This design comes from an exercise in tuning for small area and a short achievable clock period on the open sky130 flow, not from production work. RTL that was checked went through simulation tests only; none was proved equivalent to the original. Function not checked in runs 4 and 5: the RTL went through the layout flow alone. Power and IR drop assume default switching activity.

### flow/design.v
`timescale 1ns / 1ps
module mul_csa (
    input  [7:0] A,
    input  [7:0] B,
    output [15:0] s,
    output [14:0] t
);
    wire pp [0:7][0:7];
    genvar i, j;
    for (i = 0; i < 8; i = i + 1) begin : g_i
        for (j = 0; j < 8; j = j + 1) begin : g_j
            assign pp[i][j] = A[j] & B[i];
        end
    end
    wire hs0 = pp[0][2] ^ pp[1][1];
    wire hc0 = pp[0][2] & pp[1][1];
    wire fs0 = pp[0][3] ^ pp[1][2] ^ pp[2][1];
    wire fc0 = (pp[0][3] & pp[1][2]) | (pp[0][3] & pp[2][1]) | (pp[1][2] & pp[2][1]);
    wire hs1 = pp[3][0] ^ hc0;
    wire hc1 = pp[3][0] & hc0;
    wire fs1 = pp[0][4] ^ pp[1][3] ^ pp[2][2];
    wire fc1 = (pp[0][4] & pp[1][3]) | (pp[0][4] & pp[2][2]) | (pp[1][3] & pp[2][2]);
    wire fs2 = pp[3][1] ^ pp[4][0] ^ fc0;
    wire fc2 = (pp[3][1] & pp[4][0]) | (pp[3][1] & fc0) | (pp[4][0] & fc0);
    wire hs2 = hc1 ^ fs1;
    wire hc2 = hc1 & fs1;
    wire fs3 = pp[0][5] ^ pp[1][4] ^ pp[2][3];
    wire fc3 = (pp[0][5] & pp[1][4]) | (pp[0][5] & pp[2][3]) | (pp[1][4] & pp[2][3]);
    wire fs4 = pp[3][2] ^ pp[4][1] ^ pp[5][0];
    wire fc4 = (pp[3][2] & pp[4][1]) | (pp[3][2] & pp[5][0]) | (pp[4][1] & pp[5][0]);
    wire fs5 = fc1 ^ fs3 ^ fs4;
    wire fc5 = (fc1 & fs3) | (fc1 & fs4) | (fs3 & fs4);
    wire hs3 = hc2 ^ fc2;
    wire hc3 = hc2 & fc2;
    wire fs6 = pp[0][6] ^ pp[1][5] ^ pp[2][4];
    wire fc6 = (pp[0][6] & pp[1][5]) | (pp[0][6] & pp[2][4]) | (pp[1][5] & pp[2][4]);
    wire fs7 = pp[3][3] ^ pp[4][2] ^ pp[5][1];
    wire fc7 = (pp[3][3] & pp[4][2]) | (pp[3][3] & pp[5][1]) | (pp[4][2] & pp[5][1]);
    wire fs8 = pp[6][0] ^ fc3 ^ fc4;
    wire fc8 = (pp[6][0] & fc3) | (pp[6][0] & fc4) | (fc3 & fc4);
    wire fs9 = fs6 ^ fs7 ^ fc5;
    wire fc9 = (fs6 & fs7) | (fs6 & fc5) | (fs7 & fc5);
    wire hs4 = fs8 ^ hc3;
    wire hc4 = fs8 & hc3;
    wire fs10 = pp[0][7] ^ pp[1][6] ^ pp[2][5];
    wire fc10 = (pp[0][7] & pp[1][6]) | (pp[0][7] & pp[2][5]) | (pp[1][6] & pp[2][5]);
    wire fs11 = pp[3][4] ^ pp[4][3] ^ pp[5][2];
    wire fc11 = (pp[3][4] & pp[4][3]) | (pp[3][4] & pp[5][2]) | (pp[4][3] & pp[5][2]);
    wire fs12 = pp[6][1] ^ pp[7][0] ^ fc6;
    wire fc12 = (pp[6][1] & pp[7][0]) | (pp[6][1] & fc6) | (pp[7][0] & fc6);
    wire fs13 = fc7 ^ fs10 ^ fs11;
    wire fc13 = (fc7 & fs10) | (fc7 & fs11) | (fs10 & fs11);
    wire fs14 = fc8 ^ fs12 ^ fs13;
    wire fc14 = (fc8 & fs12) | (fc8 & fs13) | (fs12 & fs13);
    wire hs5 = hc4 ^ fc9;
    wire hc5 = hc4 & fc9;
    wire fs15 = pp[1][7] ^ pp[2][6] ^ pp[3][5];
    wire fc15 = (pp[1][7] & pp[2][6]) | (pp[1][7] & pp[3][5]) | (pp[2][6] & pp[3][5]);
    wire fs16 = pp[4][4] ^ pp[5][3] ^ pp[6][2];
    wire fc16 = (pp[4][4] & pp[5][3]) | (pp[4][4] & pp[6][2]) | (pp[5][3] & pp[6][2]);
    wire fs17 = pp[7][1] ^ fc10 ^ fc11;
    wire fc17 = (pp[7][1] & fc10) | (pp[7][1] & fc11) | (fc10 & fc11);
    wire fs18 = fs15 ^ fs16 ^ fc12;
    wire fc18 = (fs15 & fs16) | (fs15 & fc12) | (fs16 & fc12);
    wire fs19 = fc13 ^ fs17 ^ fs18;
    wire fc19 = (fc13 & fs17) | (fc13 & fs18) | (fs17 & fs18);
    wire hs6 = fc14 ^ hc5;
    wire hc6 = fc14 & hc5;
    wire fs20 = pp[2][7] ^ pp[3][6] ^ pp[4][5];
    wire fc20 = (pp[2][7] & pp[3][6]) | (pp[2][7] & pp[4][5]) | (pp[3][6] & pp[4][5]);
    wire fs21 = pp[5][4] ^ pp[6][3] ^ pp[7][2];
    wire fc21 = (pp[5][4] & pp[6][3]) | (pp[5][4] & pp[7][2]) | (pp[6][3] & pp[7][2]);
    wire fs22 = fc15 ^ fc16 ^ fs20;
    wire fc22 = (fc15 & fc16) | (fc15 & fs20) | (fc16 & fs20);
    wire fs23 = fs21 ^ fc17 ^ fs22;
    wire fc23 = (fs21 & fc17) | (fs21 & fs22) | (fc17 & fs22);
    wire fs24 = fc18 ^ fs23 ^ hc6;
    wire fc24 = (fc18 & fs23) | (fc18 & hc6) | (fs23 & hc6);
    wire fs25 = pp[3][7] ^ pp[4][6] ^ pp[5][5];
    wire fc25 = (pp[3][7] & pp[4][6]) | (pp[3][7] & pp[5][5]) | (pp[4][6] & pp[5][5]);
    wire fs26 = pp[6][4] ^ pp[7][3] ^ fc20;
    wire fc26 = (pp[6][4] & pp[7][3]) | (pp[6][4] & fc20) | (pp[7][3] & fc20);
    wire fs27 = fc21 ^ fs25 ^ fc22;
    wire fc27 = (fc21 & fs25) | (fc21 & fc22) | (fs25 & fc22);
    wire fs28 = fs26 ^ fc23 ^ fs27;
    wire fc28 = (fs26 & fc23) | (fs26 & fs27) | (fc23 & fs27);
    wire fs29 = pp[4][7] ^ pp[5][6] ^ pp[6][5];
    wire fc29 = (pp[4][7] & pp[5][6]) | (pp[4][7] & pp[6][5]) | (pp[5][6] & pp[6][5]);
    wire fs30 = pp[7][4] ^ fc25 ^ fs29;
    wire fc30 = (pp[7][4] & fc25) | (pp[7][4] & fs29) | (fc25 & fs29);
    wire fs31 = fc26 ^ fs30 ^ fc27;
    wire fc31 = (fc26 & fs30) | (fc26 & fc27) | (fs30 & fc27);
    wire fs32 = pp[5][7] ^ pp[6][6] ^ pp[7][5];
    wire fc32 = (pp[5][7] & pp[6][6]) | (pp[5][7] & pp[7][5]) | (pp[6][6] & pp[7][5]);
    wire fs33 = fc29 ^ fs32 ^ fc30;
    wire fc33 = (fc29 & fs32) | (fc29 & fc30) | (fs32 & fc30);
    wire fs34 = pp[6][7] ^ pp[7][6] ^ fc32;
    wire fc34 = (pp[6][7] & pp[7][6]) | (pp[6][7] & fc32) | (pp[7][6] & fc32);
    assign s[0] = pp[0][0];
    assign s[1] = pp[0][1];
    assign s[2] = pp[2][0];
    assign s[3] = fs0;
    assign s[4] = hs2;
    assign s[5] = fs5;
    assign s[6] = hs4;
    assign s[7] = fs14;
    assign s[8] = fs19;
    assign s[9] = fc19;
    assign s[10] = fs28;
    assign s[11] = fc28;
    assign s[12] = fs33;
    assign s[13] = fs34;
    assign s[14] = pp[7][7];
    assign s[15] = 1'b0;
    assign t[0] = 1'b0;
    assign t[1] = pp[1][0];
    assign t[2] = hs0;
    assign t[3] = hs1;
    assign t[4] = fs2;
    assign t[5] = hs3;
    assign t[6] = fs9;
    assign t[7] = hs5;
    assign t[8] = hs6;
    assign t[9] = fs24;
    assign t[10] = fc24;
    assign t[11] = fs31;
    assign t[12] = fc31;
    assign t[13] = fc33;
    assign t[14] = fc34;
endmodule
module pe (
    input clk,
    input [2:0] a,
    input [1:0] r,
    input [7:0] in1,
    input [7:0] filter,
    output reg [15:0] pe_out
);
    reg [7:0] A, B;
    reg [15:0] cs;
    reg [14:0] ct;
    wire [15:0] ms;
    wire [14:0] mt;
    mul_csa mul (.A(A), .B(B), .s(ms), .t(mt));
    always @(posedge clk) begin
        if (r == 2'b00) begin
            A <= in1;
            B <= filter;
        end
        if (r == 2'b01)
            pe_out <= cs + ct;
        case (a)
            3'b000: begin cs <= {8'b0, A};  ct <= {{(15-8){1'b0}}, B}; end
            3'b001: begin cs <= ms;         ct <= mt; end
            3'b010: begin cs <= {8'b0, A & B}; ct <= 0; end
            3'b011: begin cs <= {8'b0, A | B}; ct <= 0; end
            3'b100: begin cs <= {8'b0, ~A}; ct <= 0; end
            3'b101: begin cs <= {8'b0, ~B}; ct <= 0; end
            default: ;
        endcase
    end
endmodule
module TopModule (
    input clk,
    input [31:0] global_data,
    input [7:0] global_control,
    input [11:0] global_control2,
    input [31:0] global_filter,
    output [63:0] global_output
);
    genvar i;
    generate
        for (i = 0; i < 4; i = i + 1) begin : PE_INST
            pe pe_inst (
                .clk(clk),
                .a(global_control2[3*i +: 3]),
                .r(global_control[2*i +: 2]),
                .in1(global_data[8*i +: 8]),
                .filter(global_filter[8*i +: 8]),
                .pe_out(global_output[16*i +: 16])
            );
        end
    endgenerate
endmodule
### flow/run.sh
#!/bin/bash
# synth_recipe.tcl (not shown) runs the flow's synth.tcl, then flattens the netlist and writes it again
# the make line also repeats each setting of config.mk as NAME=value (left out here)
make -C /OpenROAD-flow-scripts/flow DESIGN_CONFIG=/design/flow/config.mk WORK_HOME=/design/flow/orfs CLKGATE_MAP_FILE= SYNTH_SCRIPT=/design/flow/synth_recipe.tcl finish
### flow/config.mk
export PLATFORM = sky130hd
export DESIGN_NAME = TopModule
export DESIGN_NICKNAME = TopModule
export VERILOG_FILES = /design/flow/design.v
export SDC_FILE = /design/flow/constraint.sdc
export NUM_CORES = 4
export LEC_CHECK = 0
export ABC_CLOCK_PERIOD_IN_PS = 2500
export CAP_MARGIN = 20
export CORE_MARGIN = 2
export CORE_UTILIZATION = 40
export SETUP_SLACK_MARGIN = 4.5
export SLEW_MARGIN = 20
### flow/constraint.sdc
create_clock -name core_clock -period 7.0 [get_ports {clk}]
set_input_delay 1.4000 -clock core_clock [delete_from_list [all_inputs] [get_ports {clk}]]
set_output_delay 1.4000 -clock core_clock [all_outputs]
set_load 0.01 [all_outputs]
==> results of run 1 <==
## where the power goes
| part | switching, mW | total, mW | leakage [nW] | internal [mW] |
|---|---|---|---|---|
| sequential | 0.0801 | 1.91 | 2.51 | 1.83 |
| combinational | 0.766 | 1.46 | 6.44 | 0.694 |
| clock | 0.615 | 1.53 | 0.493 | 0.915 |
## through the flow
stage               utilization, %  total power [mW]
finish                       52.34             4.902
global route                 52.34             5.209
CTS                          50.87             4.871
detailed placement           45.86             3.238
global placement             45.84             3.215
floorplan                        -             2.866
## kinds of logic (layout without fill, tap and decap cells)
group | count (synthesis) | in the layout | share of synthesized area (%)
xor+xnor | 50 | 50 | 2.486
fa+ha+maj | 232 | 232 | 22.62
buf+inv | 263 | 571 | 5.619
simple gates | 533 | 533 | 14.74
compound gates | 304 | 304 | 11.30
mux | 16 | 16 | 0.9591
flops | 248 | 248 | 42.28
## cell usage after synthesis (all sizes together), types with 7 or more instances
cell	count	area, um2
edfxtp	248	7447
inv	169	634.4
nand2	157	589.3
and2	148	925.9
fa	144	2883
nor2	130	488.0
clkbuf	88	330.3
ha	88	1101
a21oi	76	380.4
o21ai	57	285.3
xnor2	34	297.8
a211oi	29	217.7
a21o	23	172.7
a31oi	23	143.9
nor2b	20	125.1
and3	18	117.6
a22o	17	148.9
nand3	16	80.08
xor2	16	140.1
nand2b	13	81.33
nor3	13	65.06
a221oi	10	87.58
a22oi	10	75.07
mux2i	9	90.09
o211ai	9	67.56
o22ai	8	50.05
mux2	7	78.83
## path summary, 6_finish.rpt
check | depth (start not counted) | startpoint | slack [ns] | endpoint
max | 10 | PE_INST[2].pe_inst.B[2] | 3.89 | PE_INST[2].pe_inst.ct[9]
max reg2reg | 10 | PE_INST[2].pe_inst.B[2] | 3.89 | PE_INST[2].pe_inst.ct[9]
min reg2reg | 1 | PE_INST[2].pe_inst.cs[0] | 0.53 | PE_INST[2].pe_inst.pe_out[0]
min | 1 | PE_INST[2].pe_inst.cs[0] | 0.53 | PE_INST[2].pe_inst.pe_out[0]
## area by class of cell
class	count	share of cell area [%]
multi-input cells	1135	44.01
flip-flops and latches	248	32.88
repair buffers	346	12.63
clock buffers	32	3.442
well taps	585	3.232
inverters	170	2.890
clock inverters	23	0.9116
## state kept, by name (all words and copies together) (netlist names)
register and flops:
PE_INST.pe_inst.B 32, PE_INST.pe_inst.A 32, PE_INST.pe_inst.cs 60, PE_INST.pe_inst.ct 60
PE_INST.pe_inst.pe_out 64
## metal layers
metal / track usage, % / vias up
li1: - / 6210
met1: 22.19 / 6239
met2: 31.53 / 299
met3: 2.973 / 67
met4: 5.196 / 0
met5: 0 / -
## critical path: stages, from the launching register on
cell,delay [ns]
edfxtp_1,0.52
and2_4,0.22
fa_1,0.49
inv_2,0.04
fa_1,0.47
fa_2,0.36
inv_2,0.08
ha_4,0.13
inv_2,0.03
fa_1,0.47
nor2_1,0.04
## timing repair
item,CTS,global route
resized for setup,392,126
pin swaps,60,60
setup buffers,159,36
setup endpoints to repair,316,185
cloned,0,0
endpoints found under the hold margin,0,0
==> flow_summary.json, run 1 <==
{
  "dpl_worst_slack_ns": 3.220,
  "post-dp-hpwl_mm": 27.98,
  "finalCritPeriodShare_pct": 44.50,
  "max_clock_freq_ghz": 0.3210,
  "crit_type": "flop to flop",
  "critical_path_required_ns": 7.30,
  "clkTransAtPathRegs_ns": 0.06,
  "tns_ns": 0,
  "regArea_um2": 7447,
  "hold_viol_final": 0,
  "clock-sinks": 248,
  "grt_max_degree": 29,
  "grt_pass1_vias": 13140,
  "grt_pass1_wl_mm": 65.02,
  "synth_nets": 1963,
  "skew_ns": 0.01493,
  "rsz0062_at_grt": "yes",
  "drive_gt1_share_pct": 30.14,
  "ctsHoldBuffers": 0,
  "routedLengthMet1_mm": 17.39,
  "fin_ws_ns": 3.885,
  "detail-route-antenna-nets": 0,
  "end_kind": "flop",
  "yosysSeqAreaShare_pct": 42.28,
  "synth_area_um2": 17610,
  "coreArea_um2": 43270,
  "finalSetupViolCount": 0,
  "port_buffers": 148,
  "start_util_pct": 40.71,
  "ys_warn_count": 2,
  "synth-async-reset-ratio_pct": 0,
  "grt.total_usage_pct": 17.74,
  "hp-class": "flop to flop",
  "drc_errors": 0,
  "grt_overflow": 0,
  "leakagePower_nw": 9.443,
  "final_common_cell": "edfxtp_1",
  "slew_viol_final": 0,
  "design_area_um2": 22650,
  "ys_ff_latch": 248,
  "syn-instance-count": 1646,
  "drt-pass1-iter-count": 6,
  "dieArea_um2": 45730,
  "cts_max_level": 1,
  "whs_ns": 0.5293,
  "layout.cells.most_common_list": "edfxtp_1 (248), buf_4 (149), nand2_1 (127)",
  "cap_violations": 0,
  "fin_crit_ns": 3.115,
  "fill_cells": 3837,
  "peakVddDrop_mv": 0.1755,
  "path_max_fanout": 6,
  "clockRootBuffer": "clkbuf_16",
  "synth_edf_count": 248,
  "dpl_cell_area_um2": 19840,
  "route.met3.wl_mm": 1.755,
  "placed_cells": 2289,
  "drt_iter0_markers": 729,
  "syn_area_per_cell_um2": 10.70,
  "synthFlopType": "edfxtp_1",
  "cts_buffers": 30,
  "via_count": 12820,
  "arrival_ns": 3.41,
  "clock_latency_ns": 0.56,
  "gp_congestion": 0.8615,
  "die_width_um": 213.8,
  "fin_nets": 2248,
  "synth_cell_type_count": 56,
  "syn_to_final_growth_pct": 28.58,
  "clockBufferDepth": 3,
  "die_h_um": 213.8,
  "cts_tree": "done",
  "layout.cells.non_filler": 2539,
  "multi_input_area_um2": 9967,
  "topRoutingLayerUsed": "met4",
  "wl_met2_mm": 20.32,
  "worst_pin_slew_ns": 0.7837,
  "io_pins": 149,
  "antenna_cells": 0,
  "routedWlPerCell_um": 15.92,
  "power.density_nw_per_um2": 216.5,
  "status": "complete, no violations",
  "relSlewSlack_pct": 47.51,
  "antenna_found_initial": 0,
  "drt_wl_total_mm": 40.42,
  "viasPerCell": 5.047,
  "cp-start-kind": "flop",
  "row_count": 76
}
==> run 2, diff against run 1 <==
--- a/flow/config.mk
+++ b/flow/config.mk
@@ -5,7 +5,6 @@
 export SDC_FILE = /design/flow/constraint.sdc
 export NUM_CORES = 4
 export LEC_CHECK = 0
-export ABC_CLOCK_PERIOD_IN_PS = 2500
 export CAP_MARGIN = 20
 export CORE_MARGIN = 2
 export CORE_UTILIZATION = 40
==> run 2 against run 1 <==
Compared with the run above: total power unchanged; die area unchanged; clock power about the same; core utilization unchanged; critical path depth unchanged; clock-buffer cell count unchanged; sequential power about the same; largest cell class unchanged; final area unchanged.
==> flow_summary.json, run 2 <==
{
  "largest-register": "PE_INST.pe_inst.pe_out",
  "grt_pass1_vias": 13140,
  "final_common_cell": "edfxtp_1",
  "pwr-share-clk_pct": 31.2,
  "utilization_pct": 52.34,
  "clock-sinks": 248,
  "largest_reg_flops": 64,
  "whs_ns": 0.5293,
  "swShare_pct": 29.80,
  "synth_area_um2": 17610,
  "cpMaxStageDelayCell": "edfxtp_1",
  "port_buffers": 148,
  "cts_tree": "done",
  "clockRootBuffer": "clkbuf_16",
  "power.density_nw_per_um2": 216.5,
  "cap_violations": 0,
  "relSlewSlack_pct": 47.51,
  "clockBufferDepth": 3,
  "peakVddDrop_mv": 0.1755,
  "tns_ns": 0,
  "path_max_fanout": 6,
  "finalCritPeriodShare_pct": 44.50,
  "slew_viol_final": 0,
  "end_kind": "flop",
  "clock_latency_ns": 0.56,
  "power.total_mw": 4.902,
  "synthFlopType": "edfxtp_1",
  "finalSetupViolCount": 0,
  "drive_gt1_share_pct": 30.14,
  "skew_ns": 0.01493,
  "netlist.top_cell.by_area": "edfxtp_1",
  "via_count": 12820,
  "hp-class": "flop to flop",
  "p_seq_share_pct": 39.0,
  "coreArea_um2": 43270,
  "yosysSeqAreaShare_pct": 42.28,
  "synth.most_common_cell": "edfxtp_1",
  "row_count": 76,
  "synth_edf_count": 248,
  "drc_errors": 0,
  "grt.total_usage_pct": 17.74,
  "hold_viol_final": 0,
  "syn_to_final_growth_pct": 28.58,
  "crit_type": "flop to flop",
  "status": "complete, no violations",
  "die_width_um": 213.8,
  "fin_nets": 2248,
  "dieArea_um2": 45730,
  "worst_pin_slew_ns": 0.7837,
  "cts_max_level": 1,
  "power.internal_mw": 3.442,
  "max_clock_freq_ghz": 0.3210,
  "syn-instance-count": 1646,
  "layout.cells.non_filler": 2539,
  "crit_chain": "and2_4 > fa_1 > inv_2 > fa_1 > fa_2 > inv_2 > ha_4 > inv_2 > fa_1 > nor2_1",
  "synth-async-reset-ratio_pct": 0,
  "rsz0062_at_grt": "yes",
  "io_pins": 149,
  "leakagePower_nw": 9.443,
  "post-dp-hpwl_mm": 27.98,
  "cts_buffers": 30,
  "p_comb_share_pct": 29.8,
  "ys_warn_count": 2,
  "die_h_um": 213.8,
  "synth_nets": 1963,
  "cp_slowest_stage_delay_ns": 0.52,
  "critical_path_required_ns": 7.30,
  "syn_area_per_cell_um2": 10.70,
  "viasPerCell": 5.047,
  "drt_wl_total_mm": 40.42,
  "detail-route-antenna-nets": 0,
  "fin_crit_ns": 3.115,
  "synth_top_cell_area_share_pct": 42.28,
  "placed_cells": 2289,
  "grt_pass1_wl_mm": 65.02,
  "synth_cell_type_count": 56,
  "layout.cells.most_common_list": "edfxtp_1 (248), buf_4 (149), nand2_1 (127)",
  "antenna_cells": 0,
  "synth_area_leaders": "edfxtp_1 (42%), fa_1 (16%), ha_1 (6.3%)",
  "ctsHoldBuffers": 0,
  "synth_common_cells": "edfxtp_1 (248), inv_1 (169), nand2_1 (157), and2_1 (148), fa_1 (144)",
  "drt_iter0_markers": 729,
  "antenna_found_initial": 0,
  "ys_ff_latch": 248,
  "grt_overflow": 0,
  "routedWlPerCell_um": 15.92,
  "largest_registers": "PE_INST.pe_inst.pe_out: 64 flops, PE_INST.pe_inst.cs: 60 flops, PE_INST.pe_inst.ct: 60 flops",
  "start_util_pct": 40.71,
  "drt-pass1-iter-count": 6,
  "cp-start-kind": "flop",
  "grt_max_degree": 29,
  "gp_congestion": 0.8615,
  "p_switching_mw": 1.461,
  "arrival_ns": 3.41,
  "clkTransAtPathRegs_ns": 0.06
}
## run 2: worst paths after layout
path / from / end / slack [ns] / depth (start not counted)
max: PE_INST[2].pe_inst.B[2] / PE_INST[2].pe_inst.ct[9] / 3.89 / 10
max reg2reg: PE_INST[2].pe_inst.B[2] / PE_INST[2].pe_inst.ct[9] / 3.89 / 10
min reg2reg: PE_INST[2].pe_inst.cs[0] / PE_INST[2].pe_inst.pe_out[0] / 0.53 / 1
min: PE_INST[2].pe_inst.cs[0] / PE_INST[2].pe_inst.pe_out[0] / 0.53 / 1
## run 2: repair_timing
item / in CTS / in global routing
pin swaps: 60 / 60
setup endpoints to repair: 316 / 185
buffers inserted: 159 / 36
gates resized for setup: 392 / 126
## run 2: power by group through the flow
| stage | clock, mW | combinational, mW | sequential, mW |
|---|---|---|---|
| after floorplan | 0 | 0.942 | 1.92 |
| after global placement | 0 | 1.22 | 1.99 |
| after detailed placement | 0 | 1.25 | 1.99 |
| after CTS | 1.57 | 1.38 | 1.92 |
| after global routing | 1.63 | 1.65 | 1.93 |
| final | 1.53 | 1.46 | 1.91 |
## run 2: per-stage QoR
step / setup slack, ns / cell area, um2
floorplan: 4.003 / 18340
global placement: 3.275 / 19830
detailed placement: 3.220 / 19840
CTS: 3.932 / 22010
global route: 3.798 / 22650
finish: 3.885 / 22650
## run 2: cell type report
type,count,area (um2)
timing repair buffer,346,2860
inverter,170,654.4
clock inverter,23,206.4
multi-input combinational,1135,9967
tap,585,732.0
fill,3837,20620
clock buffer,32,779.5
sequential,248,7447
## run 2: cells by family after synthesis
logic type      count (synthesis)  share of synthesized area (%)
compound gates                304                          11.30
xor+xnor                       50                          2.486
fa+ha+maj                     232                          22.62
buf+inv                       263                          5.619
flops                         248                          42.28
mux                            16                         0.9591
simple gates                  533                          14.74
## run 2: routing by layer
metal	GRT usage, %	part of all wire (%)
met1	22.19	43
met2	31.53	50
met3	2.973	4.3
met4	5.196	2.4
met5	0	0
## run 2: worst max-delay path: cells and delay by family, from the launching register on
| kind | cells | cell delay [ns] |
|---|---|---|
| adder cells (fa/ha/maj) | 5 | 1.92 |
| buffers and inverters | 3 | 0.15 |
| flip-flops | 1 | 0.52 |
| AND/OR/NAND/NOR | 2 | 0.26 |
==> run 3, diff against run 2 <==
--- a/flow/config.mk
+++ b/flow/config.mk
@@ -8,5 +8,4 @@
 export CAP_MARGIN = 20
 export CORE_MARGIN = 2
 export CORE_UTILIZATION = 40
-export SETUP_SLACK_MARGIN = 4.5
 export SLEW_MARGIN = 20
==> run 3 against run 2 <==
Compared with the run above: critical path type unchanged; highest routed layer unchanged; wire length decreased by 5.7%; setup slack got worse by 0.36 ns; total power decreased by 5.9%; area after synthesis unchanged; non-clock buffer count decreased by 192.
==> flow_summary.json, run 3 <==
{
  "relSlewSlack_pct": 31.41,
  "slew_viol_final": 0,
  "antenna_cells": 0,
  "final_common_cell": "edfxtp_1",
  "ctsHoldBuffers": 0,
  "synth_area_um2": 17610,
  "routedWlPerCell_um": 16.24,
  "detail-route-antenna-nets": 0,
  "fin_ws_ns": 3.525,
  "route.met3.wl_mm": 1.896,
  "drc_errors": 0,
  "pwr-share-clk_pct": 31.2,
  "grt_pass1_vias": 12170,
  "cts_max_level": 1,
  "yosysSeqAreaShare_pct": 42.28,
  "synth_common_cells": "edfxtp_1 (248), inv_1 (169), nand2_1 (157), and2_1 (148), fa_1 (144)",
  "max_clock_freq_ghz": 0.2878,
  "die_h_um": 213.8,
  "p_seq_share_pct": 42.4,
  "largest_registers": "PE_INST.pe_inst.pe_out: 64 flops, PE_INST.pe_inst.cs: 60 flops, PE_INST.pe_inst.ct: 60 flops",
  "status": "complete, no violations",
  "end_kind": "flop",
  "syn_to_final_growth_pct": 16.15,
  "clock-sinks": 248,
  "layout.cells.non_filler": 2347,
  "synth_nets": 1963,
  "cp-start-kind": "flop",
  "largest-register": "PE_INST.pe_inst.pe_out",
  "skew_ns": 0.02008,
  "post-dp-hpwl_mm": 28.28,
  "layout.cells.most_common_list": "edfxtp_1 (248), inv_1 (169), nand2_1 (157)",
  "drt_wl_total_mm": 38.11,
  "drive_gt1_share_pct": 3.916,
  "crit_type": "flop to flop",
  "row_count": 76,
  "min_from": "PE_INST[0].pe_inst.cs[0]",
  "coreArea_um2": 43270,
  "cts_setup_buffers": 0,
  "cts_tree": "done",
  "power.internal_mw": 3.226,
  "drt-pass1-iter-count": 5,
  "fill_cells": 4020,
  "finalSetupViolCount": 0,
  "fin_nets": 2056,
  "wl_met2_mm": 18.70,
  "io_pins": 149,
  "hp-class": "flop to flop",
  "finalCritPeriodShare_pct": 49.64,
  "power.density_nw_per_um2": 225.6,
  "p_switching_mw": 1.388,
  "topRoutingLayerUsed": "met4",
  "worst_pin_slew_ns": 1.026,
  "die_width_um": 213.8,
  "crit_start": "PE_INST[0].pe_inst.B[2]",
  "grt.total_usage_pct": 17.05,
  "swShare_pct": 30.08,
  "clkTransAtPathRegs_ns": 0.06,
  "clockBufferDepth": 3,
  "grt_overflow": 0,
  "synth_top_cell_area_share_pct": 42.28,
  "synthFlopType": "edfxtp_1",
  "ys_warn_count": 2,
  "synth.most_common_cell": "edfxtp_1",
  "critical_path_required_ns": 7.30,
  "arrival_ns": 3.78,
  "dpl_worst_slack_ns": 3.077,
  "clock_latency_ns": 0.56,
  "path_max_fanout": 10,
  "netlist.top_cell.by_area": "edfxtp_1",
  "antenna_found_initial": 0,
  "synth_edf_count": 248,
  "synth-async-reset-ratio_pct": 0,
  "ys_ff_latch": 248,
  "dieArea_um2": 45730,
  "drt_iter0_markers": 838,
  "tns_ns": 0,
  "gp_congestion": 0.8612,
  "synth_cell_type_count": 56,
  "peakVddDrop_mv": 0.1931,
  "grt_max_degree": 29,
  "hold_viol_final": 0,
  "clockRootBuffer": "clkbuf_16",
  "rsz0062_at_grt": "no",
  "cts_buffers": 30,
  "p_comb_share_pct": 26.4,
  "post_cts_resized": 0,
  "leakagePower_nw": 8.331,
  "start_util_pct": 40.71,
  "whs_ns": 0.5359,
  "routedLengthMet1_mm": 16.79,
  "placed_cells": 2292,
  "fin_crit_ns": 3.475,
  "grt_pass1_wl_mm": 62.71,
  "crit-reg2reg-launch": "PE_INST[0].pe_inst.B[2]",
  "port_buffers": 148,
  "syn-instance-count": 1646,
  "cap_violations": 0,
  "synth_area_leaders": "edfxtp_1 (42%), fa_1 (16%), ha_1 (6.3%)",
  "syn_area_per_cell_um2": 10.70,
  "via_count": 12000,
  "largest_reg_flops": 64,
  "viasPerCell": 5.111
}
run 3: cell types whose count changed in the layout (fill, tap and decap cells not counted), moves of 21 or more:
| cell | delta |
|---|---|
| inv_1 | +47 |
| nand2_1 | +30 |
| fa_2 | -68 |
| and2_4 | -51 |
| ha_1 | +21 |
| fa_1 | +68 |
| buf_4 | -143 |
| inv_2 | -43 |
| clkdlybuf4s50_1 | +76 |
| buf_6 | -53 |
| and2_1 | +51 |
| buf_2 | -63 |
run 3: path summary, 6_finish.rpt:
kind | end | slack [ns] | cells after the start
setup / recovery | PE_INST[0].pe_inst.ct[9] | 3.53 | 10
setup reg to reg | PE_INST[0].pe_inst.ct[9] | 3.53 | 10
hold / removal | PE_INST[0].pe_inst.pe_out[0] | 0.54 | 1
hold reg to reg | PE_INST[0].pe_inst.pe_out[0] | 0.54 | 1
run 3: per-stage QoR:
step	area [um2]	total power, mW	utilization [%]
floorplan	17610	2.795	-
global placement	19520	3.186	45.12
detailed placement	19520	3.204	45.12
CTS	20450	4.673	47.28
global route	20460	4.915	47.28
finish	20460	4.614	47.28
run 3: cells by family after synthesis:
logic type,Yosys count,share of synthesized area (%)
AOI/OAI and AO/OA,304,11.30
xor gates and xnor gates,50,2.486
adders and majority gates,232,22.62
buffers and inverters,263,5.619
DFF,248,42.28
muxes,16,0.9591
and+or+nand+nor,533,14.74
run 3: per-layer routing:
metal  GRT usage [%]  vias to the layer above
met3           2.871                       52
met4           3.999                        0
met1           22.35                     5832
li1                -                     5818
met2           29.58                      294
met5               0                        -
run 3: layout make-up:
class | instances | area (um2) | area share [%]
multi-input cells | 1135 | 9181 | 44.88
flip-flops and latches | 248 | 7447 | 36.40
repair buffers | 154 | 1526 | 7.462
clock buffers | 34 | 765.7 | 3.743
well taps | 585 | 732.0 | 3.578
inverters | 170 | 638.1 | 3.119
clock inverters | 21 | 166.4 | 0.8135
run 3: critical path, cell delays in order (launching register included):
cell,delay (ns)
edfxtp_1,0.58
and2_1,0.27
fa_1,0.53
inv_1,0.05
fa_1,0.49
fa_1,0.43
inv_1,0.06
ha_1,0.14
inv_1,0.06
fa_1,0.54
nor2_1,0.05
run 3: power by group through the flow:
| stage | Sequential, mW | Combinational [mW] | Clock, mW |
|---|---|---|---|
| floorplan | 1.92 | 0.873 | 0 |
| global placement | 1.99 | 1.20 | 0 |
| detailed placement | 1.99 | 1.21 | 0 |
| CTS | 1.96 | 1.22 | 1.49 |
| global route | 1.98 | 1.39 | 1.55 |
| finish | 1.96 | 1.22 | 1.44 |
==> run 4, diff against run 3 <==
--- a/flow/design.v
+++ b/flow/design.v
@@ -142,22 +142,28 @@
     wire [15:0] ms;
     wire [14:0] mt;
     mul_csa mul (.A(A), .B(B), .s(ms), .t(mt));
+    wire ld = (r == 2'b00);      
+    wire up = (r == 2'b01);      
+    wire en = ~(a[2] & a[1]);    
+    reg [15:0] cs_n;
+    reg [14:0] ct_n;
+    always @(*) begin
+        case (a)
+            3'b000: begin cs_n = {8'b0, A};  ct_n = {{(15-8){1'b0}}, B}; end
+            3'b001: begin cs_n = ms;         ct_n = mt; end
+            3'b010: begin cs_n = {8'b0, A & B}; ct_n = 0; end
+            3'b011: begin cs_n = {8'b0, A | B}; ct_n = 0; end
+            3'b100: begin cs_n = {8'b0, ~A}; ct_n = 0; end
+            3'b101: begin cs_n = {8'b0, ~B}; ct_n = 0; end
+            default: begin cs_n = 16'b0; ct_n = 0; end
+        endcase
+    end
     always @(posedge clk) begin
-        if (r == 2'b00) begin
-            A <= in1;
-            B <= filter;
-        end
-        if (r == 2'b01)
-            pe_out <= cs + ct;
-        case (a)
-            3'b000: begin cs <= {8'b0, A};  ct <= {{(15-8){1'b0}}, B}; end
-            3'b001: begin cs <= ms;         ct <= mt; end
-            3'b010: begin cs <= {8'b0, A & B}; ct <= 0; end
-            3'b011: begin cs <= {8'b0, A | B}; ct <= 0; end
-            3'b100: begin cs <= {8'b0, ~A}; ct <= 0; end
-            3'b101: begin cs <= {8'b0, ~B}; ct <= 0; end
-            default: ;
-        endcase
+        A <= (in1 & {8{ld}}) | (A & {8{~ld}});
+        B <= (filter & {8{ld}}) | (B & {8{~ld}});
+        pe_out <= ((cs + ct) & {16{up}}) | (pe_out & {16{~up}});
+        cs <= (cs_n & {16{en}}) | (cs & {16{~en}});
+        ct <= (ct_n & {15{en}}) | (ct & {15{~en}});
     end
 endmodule
 module TopModule (
--- a/flow/config.mk
+++ b/flow/config.mk
@@ -8,4 +8,5 @@
 export CAP_MARGIN = 20
 export CORE_MARGIN = 2
 export CORE_UTILIZATION = 40
+export SETUP_SLACK_MARGIN = 4.5
 export SLEW_MARGIN = 20
==> run 4 against run 3 <==
Compared with the run above: synthesized cell count is 0.12% higher; first-iteration DRC count is 2.0% higher; worst hold slack worse by 0.020 ns; setup slack better by 0.43 ns; critical path depth is 1 higher; wire length is 2.1% lower; clock power is 5% higher; combinational power is 13% higher; sequential share of layout area is 2.8 points lower; cell count is 6.9% higher; highest routed layer unchanged; core utilization is 3.7 points higher; die area is 0.44% higher.
==> flow_summary.json, run 4 <==
{
  "antenna_found_initial": 1,
  "coreArea_um2": 43930,
  "die_h_um": 214.3,
  "design_area_um2": 22390,
  "ys_warn_count": 2,
  "synth_common_cells": "edfxtp_1 (248), nand2_1 (163), inv_1 (158), nor2_1 (147), fa_1 (144)",
  "relSlewSlack_pct": 43.23,
  "arrival_ns": 3.35,
  "cts_max_level": 1,
  "ctsHoldBuffers": 0,
  "hold_viol_final": 0,
  "viasPerCell": 4.906,
  "grt.total_usage_pct": 16.28,
  "io_pins": 149,
  "row_count": 77,
  "clockBufferDepth": 3,
  "drt-pass1-iter-count": 6,
  "leakagePower_nw": 9.265,
  "regArea_um2": 7527,
  "drt_iter0_markers": 855,
  "status": "complete, no violations",
  "synth_edf_count": 248,
  "skew_ns": 0.01742,
  "rsz0062_at_grt": "yes",
  "power.density_nw_per_um2": 214.0,
  "synth_area_leaders": "edfxtp_1 (42%), fa_1 (16%), ha_1 (6.2%)",
  "power.total_mw": 4.792,
  "clock_latency_ns": 0.56,
  "path_max_fanout": 6,
  "layout.cells.non_filler": 2508,
  "fin_nets": 2210,
  "yosysSeqAreaShare_pct": 42.54,
  "p_switching_mw": 1.376,
  "port_buffers": 148,
  "tns_ns": 0,
  "fill_cells": 3908,
  "hp-class": "flop to flop",
  "via_count": 12310,
  "synth_area_um2": 17690,
  "grt_overflow": 0,
  "cp-start-kind": "flop",
  "final_common_cell": "edfxtp_1",
  "drive_gt1_share_pct": 29.28,
  "cts_buffers": 29,
  "whs_ns": 0.5160,
  "synth-async-reset-ratio_pct": 0,
  "dpl_cell_area_um2": 19810,
  "fin_crit_ns": 3.047,
  "grt_pass1_vias": 12530,
  "critical_path_required_ns": 7.30,
  "synth_cell_type_count": 68,
  "finalSetupViolCount": 0,
  "die_width_um": 214.3,
  "syn-instance-count": 1648,
  "min_from": "PE_INST[3].pe_inst.cs[15]",
  "clock-sinks": 252,
  "routedWlPerCell_um": 14.87,
  "synth_nets": 1965,
  "drt_wl_total_mm": 37.29,
  "cap_violations": 0,
  "power.internal_mw": 3.416,
  "placed_cells": 2282,
  "r2r_slack_ns": 3.95,
  "start_util_pct": 40.27,
  "swShare_pct": 28.72,
  "max_clock_freq_ghz": 0.3282,
  "multi_input_area_um2": 9862,
  "antenna_cells": 0,
  "finalCritPeriodShare_pct": 43.53,
  "worst_pin_slew_ns": 0.8477,
  "syn_to_final_growth_pct": 26.55,
  "layout.cells.most_common_list": "edfxtp_1 (248), nor2_1 (135), buf_4 (133)",
  "post-dp-hpwl_mm": 26.10,
  "grt_pass1_wl_mm": 62.18,
  "cts_tree": "done",
  "gp_congestion": 0.8407,
  "end_kind": "flop",
  "dieArea_um2": 45930,
  "grt_max_degree": 37,
  "peakVddDrop_mv": 0.1907,
  "slew_viol_final": 0,
  "pwr-share-clk_pct": 31.5,
  "drc_errors": 0,
  "detail-route-antenna-nets": 0,
  "synth.most_common_cell": "edfxtp_1",
  "syn_area_per_cell_um2": 10.74,
  "crit_type": "flop to flop",
  "synthFlopType": "edfxtp_1",
  "clockRootBuffer": "clkbuf_16",
  "p_seq_share_pct": 39.8,
  "clkTransAtPathRegs_ns": 0.06,
  "netlist.top_cell.by_area": "edfxtp_1",
  "synth_top_cell_area_share_pct": 42.09,
  "p_comb_share_pct": 28.7,
  "ys_ff_latch": 252
}
-- run 4: changes by cell type after synthesis, sizes merged, moves of 10 or more --
cell and change:
nor2b -10, inv -11, o21ai +27, a211oi -11, mux2i +19, a31oi -12, clkbuf +11, o22a +10
nor2 +18, and2 -34, a221oi -10, a22o -17
-- run 4: kinds of logic after synthesis --
| logic type | share of synthesized area [%] |
|---|---|
| muxes | 2.602 |
| DFF | 42.54 |
| xor gates and xnor gates | 2.228 |
| AOI/OAI and AO/OA | 10.44 |
| and+or+nand+nor | 13.61 |
| buffers and inverters | 5.884 |
| adders and majority gates | 22.69 |
-- run 4: worst paths after layout --
check,end,cells past startpoint
worst max-delay path,flop,11
worst min-delay path,PE_INST[3].pe_inst.cs[15],1
worst max register to register,flop,11
worst min register to register,PE_INST[3].pe_inst.cs[15],1
-- run 4: what timing repair did --
item,CTS,global route
endpoints found under the hold margin,0,0
buffers inserted,153,19
gates resized for setup,406,96
setup endpoints to repair,261,151
pin swaps,111,48
-- run 4: power by group through the flow --
stage | combinational [mW] | sequential [mW] | clock, mW
after floorplan | 0.898 | 1.92 | 0
after CTS | 1.32 | 1.91 | 1.55
final | 1.38 | 1.91 | 1.51
after detailed placement | 1.17 | 1.98 | 0
after global placement | 1.16 | 1.98 | 0
after global routing | 1.55 | 1.92 | 1.62
-- run 4: cell type report --
| class | count | share of cell area (%) |
|---|---|---|
| inverter | 158 | 2.649 |
| multi-input combinational | 1125 | 44.04 |
| tap | 592 | 3.308 |
| sequential | 252 | 33.62 |
| clock inverter | 16 | 0.8270 |
| timing repair buffer | 327 | 12.08 |
| clock buffer | 38 | 3.481 |
-- run 4: critical path, stage by stage, from the launching register on --
cell      delay, ns
edfxtp_1       0.51
and2_4         0.20
fa_1           0.39
inv_1          0.10
fa_1           0.43
inv_1          0.07
ha_2           0.18
ha_4           0.14
ha_4           0.13
inv_2          0.04
fa_2           0.54
nor2_1         0.04
-- run 4: through the flow --
| stage | setup slack [ns] | util, % |
|---|---|---|
| 3_3_place_gp | 3.571 | 45.08 |
| 6_report | 3.953 | 50.97 |
| 4_1_cts | 3.965 | 49.99 |
| 5_1_grt | 3.873 | 50.97 |
| 3_5_place_dp | 3.552 | 45.08 |
| 2_1_floorplan | 4.103 | - |
-- run 4: metal layers --
metal	global-route usage [%]	wire, um	share of wire (%)	up-vias
met3	2.681	1531	4.1	57
met5	0	0	0	-
li1	-	-	-	6092
met1	20.66	16310	44	5912
met4	3.889	840	2.3	0
met2	29.06	18620	50	244
==> run 5, diff against run 4 <==
--- a/flow/config.mk
+++ b/flow/config.mk
@@ -8,5 +8,4 @@
 export CAP_MARGIN = 20
 export CORE_MARGIN = 2
 export CORE_UTILIZATION = 40
-export SETUP_SLACK_MARGIN = 4.5
 export SLEW_MARGIN = 20
==> run 5 against run 4 <==
Compared with the run above: setup slack got worse by 0.32 ns; wire length fell by 4.8%; still clean on timing, DRC and antenna; die area did not move; core utilization fell by 3.9 points; largest cell class unchanged; register-to-register slack got worse by 0.32 ns.
==> flow_summary.json, run 5 <==
{
  "drc_errors": 0,
  "drt_iter0_markers": 732,
  "synth-async-reset-ratio_pct": 0,
  "path_max_fanout": 11,
  "gp_congestion": 0.8594,
  "cp-start-kind": "flop",
  "power.density_nw_per_um2": 230.5,
  "p_switching_mw": 1.332,
  "synth.most_common_cell": "edfxtp_1",
  "synth_top_family_by_area": "adder cells",
  "max_clock_freq_ghz": 0.2968,
  "yosys.area_share.xor_xnor_pct": 2.228,
  "hold_viol_final": 0,
  "fin_nets": 2045,
  "whs_path_depth": 1,
  "power.total_mw": 4.766,
  "grt_pass1_vias": 11890,
  "port_buffers": 148,
  "cts_tree": "done",
  "fin_crit_ns": 3.369,
  "grt.total_usage_pct": 15.54,
  "status": "complete, no violations",
  "clock_latency_ns": 0.56,
  "p_seq_share_pct": 40.8,
  "cts_setup_buffers": 0,
  "power.internal_mw": 3.434,
  "slew_viol_final": 0,
  "row_count": 77,
  "leakagePower_nw": 8.469,
  "grt_overflow": 0,
  "netlist.top_cell.by_area": "edfxtp_1",
  "final_common_cell": "edfxtp_1",
  "pwr-share-clk_pct": 35.2,
  "synthFlopType": "edfxtp_1",
  "ys_ff_latch": 252,
  "io_pins": 149,
  "die_h_um": 214.3,
  "relSlewSlack_pct": 43.99,
  "crit_type": "flop to flop",
  "syn_area_per_cell_um2": 10.74,
  "finalSetupViolCount": 0,
  "dieArea_um2": 45930,
  "worst_pin_slew_ns": 0.8375,
  "clockBufferDepth": 3,
  "whs_ns": 0.5272,
  "syn_to_final_growth_pct": 16.88,
  "end_kind": "flop",
  "layout.cells.most_common_list": "edfxtp_1 (248), nand2_1 (159), inv_1 (158)",
  "synth_top_cell_area_share_pct": 42.09,
  "coreArea_um2": 43930,
  "clock-sinks": 252,
  "swShare_pct": 27.94,
  "die_width_um": 214.3,
  "via_count": 11680,
  "rsz0062_at_grt": "no",
  "synth_edf_count": 248,
  "skew_ns": 0.008540,
  "clkTransAtPathRegs_ns": 0.06,
  "synth.area.mux_share_pct": 2.602,
  "grt_max_degree": 37,
  "yosysSeqAreaShare_pct": 42.54,
  "drt_wl_total_mm": 35.51,
  "cap_violations": 0,
  "post-dp-hpwl_mm": 26.38,
  "ctsHoldBuffers": 0,
  "p_comb_share_pct": 24.0,
  "ys_warn_count": 2,
  "synth-compound-area-share_pct": 10.44,
  "critical_path_required_ns": 7.41,
  "design_area_um2": 20680,
  "utilization_pct": 47.07,
  "synth_area_um2": 17690,
  "synth_nets": 1965,
  "post_cts_resized": 0,
  "peakVddDrop_mv": 0.2105,
  "cts_max_level": 1,
  "synth_area_leaders": "edfxtp_1 (42%), fa_1 (16%), ha_1 (6.2%)",
  "yosys.area_share.simple_pct": 13.61,
  "cts_buffers": 31,
  "finalCritPeriodShare_pct": 48.13,
  "synth_cell_type_count": 68,
  "antenna_found_initial": 0,
  "r2r_cells": 9,
  "arrival_ns": 3.77,
  "grt_pass1_wl_mm": 59.61,
  "dpl_cell_area_um2": 19560,
  "routedWlPerCell_um": 15.14,
  "regArea_um2": 7527,
  "syn-instance-count": 1648,
  "synth_common_cells": "edfxtp_1 (248), nand2_1 (163), inv_1 (158), nor2_1 (147), fa_1 (144)",
  "hp-class": "flop to flop",
  "fill_cells": 4066,
  "drt-pass1-iter-count": 5,
  "detail-route-antenna-nets": 0,
  "antenna_cells": 0,
  "clockRootBuffer": "clkbuf_16",
  "multi_input_area_um2": 9138,
  "drive_gt1_share_pct": 5.705,
  "tns_ns": 0,
  "start_util_pct": 40.27,
  "viasPerCell": 4.981,
  "synthAdderAreaFrac_pct": 22.69
}
run 5: cell counts after synthesis:
Identical to the previous run, type by type.
run 5: cell families after synthesis:
logic type | count (synthesis)
AO/OA/AOI/OAI | 294
buffers and inverters | 271
flip-flops | 252
XOR/XNOR | 45
AND/OR/NAND/NOR | 507
adder cells (fa/ha/maj) | 235
multiplexers | 44
run 5: per-stage QoR:
| step | worst slack (ns) | instances |
|---|---|---|
| final | 3.631 | 2345 |
| after detailed placement | 3.143 | 2287 |
| after global routing | 3.478 | 2345 |
| after CTS | 3.614 | 2345 |
| after floorplan | 3.821 | 1648 |
| after global placement | 3.212 | 2287 |
run 5: power groups by stage:
stage	clock (mW)	sequential (mW)	combinational (mW)
floorplan	0	1.92	0.843
global placement	0	1.97	1.12
detailed placement	0	1.98	1.14
CTS	1.73	1.95	1.15
global route	1.78	1.96	1.31
finish	1.68	1.94	1.14
run 5: routing by layer:
layer	vias to the layer above	track usage, %	share of wire, %
li1	5759	-	-
met2	205	26.81	49
met3	57	2.241	3.4
met1	5659	20.58	46
met5	-	0	0
met4	0	4.028	2.3
run 5: final cells by class:
class,instances,share of cell area (%)
inverter,158,2.868
sequential,252,36.40
tap,592,3.582
clock inverter,21,1.361
clock buffer,37,4.005
multi-input combinational,1125,44.19
timing repair buffer,160,7.599
run 5: path summary, 6_finish.rpt:
check                                          startpoint                         to  slack, ns
worst min-delay path            PE_INST[3].pe_inst.cs[15]  PE_INST[3].pe_inst.cs[15]       0.53
worst min register to register  PE_INST[3].pe_inst.cs[15]  PE_INST[3].pe_inst.cs[15]       0.53
worst max register to register                       flop                       flop       3.63
worst max-delay path                                 flop                       flop       3.63
run 5: worst max-delay path: stages, from the launching register on:
cell and delay, ns:
edfxtp_1 0.56, and2_1 0.24, fa_1 0.50, fa_1 0.49, fa_1 0.44, ha_1 0.21
ha_1 0.19, inv_1 0.08, fa_1 0.39, nor2_1 0.11

separate check: timing with driven ports:
The flow's constraints put no driver on any port. The routed layouts listed below were extracted and timed again, unchanged, in two steps. Step 1, drivers: a clkbuf_16 drives clk and a buf_2 each remaining input, both assumed. Step 2 times the ports against the registers' clock, not the clock port: input delays grow and output delays shrink by t, the midpoint of the rising clock arrivals with the driver on. a / b / c = ideal ports / drivers / drivers and shift; a / b = the first two.
run | shift t [ns] | setup WS [ns] | latest minus earliest clock arrival (ns) | worst register clock-pin slew, ns
run 1 | 0.605 | 3.885 / 3.885 / 3.885 | 0.015 / 0.015 | 0.07 / 0.07
run 2 | 0.605 | 3.885 / 3.885 / 3.885 | 0.015 / 0.015 | 0.07 / 0.07
run 3 | 0.613 | 3.525 / 3.525 / 3.033 | 0.025 / 0.025 | 0.06 / 0.06
run 4 | 0.604 | 3.953 / 3.953 / 3.953 | 0.026 / 0.026 | 0.06 / 0.06
run 5 | 0.603 | 3.631 / 3.631 / 3.454 | 0.011 / 0.012 | 0.06 / 0.06
After both steps setup and hold are still met in every run listed. The setup slack of run 3, which loses most, moves by 0.000 ns with the drivers and by -0.492 ns with both steps.
